What follows belongs to an exercise in optimizing a design on an open flow for small area; a production flow would make more cautious choices. The RTL was checked by simulation tests, not by an equivalence proof against the original design. No activity file was given, so power comes from the tool's default toggle rates.

## job 2152
==> flow/design.v (excerpt) <==
module memoria_fpga_top (
    input  logic        clk50,
    input  logic [3:0]  SW,
    input  logic        KEY0_n,
    input  logic        KEY1_n,
    input  logic        RESET_n,
    output logic        vgaclk,
    output logic        hsync, vsync,
    output logic        sync_b, blank_b,
    output logic [7:0]  r, g, b,
    output logic        LED_P1,
    output logic        LED_P2,
    output logic [3:0]  P1_PAIRS,
    output logic [3:0]  P2_PAIRS,
    output logic [6:0]  HEX0,
    output logic [6:0]  HEX1,
    output logic [6:0]  HEX2
);
    logic       ph;
    logic [3:0] xs, ys;
    logic [6:0] xc;
    logic [5:0] yc;
    vgaController u_vgac (
        .clk(clk50), .rst_n(RESET_n), .ph(ph), .xs(xs), .xc(xc), .ys(ys), .yc(yc)
    );
    assign vgaclk = ~ph;
    assign hsync  = ~(xs == 4'b1010);
    assign vsync  = ~(ys == 4'b1010);
    assign sync_b = hsync & vsync;
    logic start_pulse, click_pulse;
    btn_debouncer u_db_start (.clk(clk50), .rst_n(RESET_n), .btn_n_raw(KEY0_n), .press(start_pulse));
    btn_debouncer u_db_click (.clk(clk50), .rst_n(RESET_n), .btn_n_raw(KEY1_n), .press(click_pulse));
    logic       gover, cur, a_up, b_up, a_gone;
    logic [3:0] ia, ib, p1, p2, sec;
    logic [7:0] pr;
    memory_game_fsm_bc u_game (
        .clk(clk50), .rst_n(RESET_n), .start(start_pulse), .click(click_pulse), .sel_idx(SW),
        .gover(gover), .cur(cur), .ia(ia), .ib(ib), .pr(pr), .a_up(a_up), .b_up(b_up),
        .a_gone(a_gone), .p1(p1), .p2(p2), .sec(sec)
    );
    turn_leds u_leds (
        .clk(clk50), .rst_n(RESET_n), .ph(ph), .game_active(~gover), .current_player(cur),
        .led_p1(LED_P1), .led_p2(LED_P2)
    );
    assign P1_PAIRS = p1;
    assign P2_PAIRS = p2;
    hex7seg_pairs      u_hex_p1 (.hex(p1),  .seg(HEX0));
    hex7seg_pairs      u_hex_p2 (.hex(p2),  .seg(HEX1));
    hex7seg_active_low u_hex_tm (.hex(sec), .seg(HEX2));
    videoGen_game u_vgen (
        .clk(clk50), .rst_n(RESET_n), .ph(ph), .xs(xs), .xc(xc), .ys(ys), .yc(yc),
        .sel_idx(SW), .ia(ia), .ib(ib), .pr(pr), .a_up(a_up), .b_up(b_up), .a_gone(a_gone),
  ...
Settings: LEC_CHECK=0, ABC_AREA=1, CAP_MARGIN=20, CORE_MARGIN=2, CORE_UTILIZATION=70, CTS_BUF_LIST=sky130_fd_sc_hd__clkbuf_8, PLACE_DENSITY=0.85, SLEW_MARGIN=20; clock period 80.0 ns.
standard.sh (not shown) runs the stock make flow with config.mk's settings and CLKGATE_MAP_FILE= SYNTH_SCRIPT=/design/flow/synth_recipe.tcl, a recipe that flattens the netlist after the stock synthesis.
==> flow/flow/run.sh <==
#!/bin/bash
# Own layout flow:
#  1. the standard synthesis (standard.sh synth), unchanged;
#  2. the combinational logic of that netlist re-mapped by ABC with an
#     area-oriented script (flow/remap.tcl); every register instance is kept
#     with its name and cell;
#  3. the standard floorplan, placement, CTS and routing (standard.sh) on
#     the re-mapped netlist, with the port buffers made from buf_1 and a
#     clock tree of clkbuf_8 leaf clusters without dummy balancing loads.
# Each step's full output goes to a log file of its own in this folder
# (ORFS's own per-step logs are under orfs/logs/).
set -euo pipefail
W=$(pwd)
R=$W/orfs/results/$FLOW_PLATFORM/memoria_fpga_top/base
YOSYS=$FLOW_HOME/../tools/install/yosys/bin/yosys

bash standard.sh synth > log_1_standard_synth.txt 2>&1

cp "$R/1_2_yosys.v" "$W/synth_standard.v"
LIB=$FLOW_HOME/platforms/$FLOW_PLATFORM/lib/sky130_fd_sc_hd__tt_025C_1v80.lib \
IN=$W/synth_standard.v OUT=$R/1_2_yosys.v TOP=$FLOW_TOP \
DONT_USE="$(cat flow/dont_use.txt)" \
    "$YOSYS" -c flow/remap.tcl > log_2_remap.txt 2>&1
rm -f "$R/1_synth.odb" "$R/1_synth.sdc"

BUFFER_PORTS_ARGS="-buffer_cell sky130_fd_sc_hd__buf_1" \
CTS_ARGS="-sink_clustering_enable -repair_clock_nets -buf_list sky130_fd_sc_hd__clkbuf_8 -dont_use_dummy_load -sink_clustering_size 30 -sink_clustering_max_diameter 100" \
    bash standard.sh > log_3_standard_layout.txt 2>&1
Other scripts of this flow, unchanged in this note and not shown: flow/flow/dont_use.txt, flow/flow/remap.tcl
The flow did not stop early for job 2152: all stages ran, and the layout cleared the timing, DRC and antenna checks.
Edits applied to the flow inputs when going from job 2152 to job 1206:
--- a/flow/flow/run.sh
+++ b/flow/flow/run.sh
@@ -8,2 +8 @@
-#     the re-mapped netlist, with the port buffers made from buf_1 and a
-#     clock tree of clkbuf_8 leaf clusters without dummy balancing loads.
+#     the re-mapped netlist, with the port buffers made from buf_1.
@@ -27 +25,0 @@
-CTS_ARGS="-sink_clustering_enable -repair_clock_nets -buf_list sky130_fd_sc_hd__clkbuf_8 -dont_use_dummy_load -sink_clustering_size 30 -sink_clustering_max_diameter 100" \
Going from job 2152 to job 1206, worst hold slack stayed essentially flat, power in combinational cells ~0 delta, part of the cycle the worst path needs comparable. Summary — part of the total power dissipated in combinational logic, job 1206 relative to job 2152: lower, by 2.5 points. Job 1206 against job 2152: proportion of cell area occupied by registers -0.89 points; final total power went up by 12%. The standard cells in job 1206 occupy more silicon area than those in job 2152 do. Compared with job 2152, the detailed router inserted more vias in job 1206. Setup slack: job 1206 < job 2152.

## re-timing with driven ports
The results above use ideal ports. As a check the final layouts listed here were re-extracted and re-timed, cells and wires unchanged.
Step 1 assumes that a clkbuf_16 drives the clock port and a buf_2 every other input.
Step 2, shift: input delay + t, output delay - t, t = (earliest + latest rising clock arrival at the registers) / 2. This alone moves slack from input paths to output paths.
Slacks: ideal ports / drivers / drivers and shift; pairs: ideal ports / drivers.
run | shift t [ns] | slack for setup (ns) | hold slack, ns | latest minus earliest clock arrival (ns) | worst slew at a driven data input, ns
job 2152 | 0.461 | 61.543 / 61.508 / 61.432 | 0.358 / 0.358 / 0.358 | 0.035 / 0.035 | 0.03
job 1206 | 0.472 | 61.468 / 61.431 / 61.407 | 0.360 / 0.360 / 0.360 | 0.017 / 0.017 | 0.03
After both steps every run listed still meets setup and hold. The setup slack of job 2152, which loses most, moves by -0.035 ns with the drivers and by -0.111 ns with both steps.
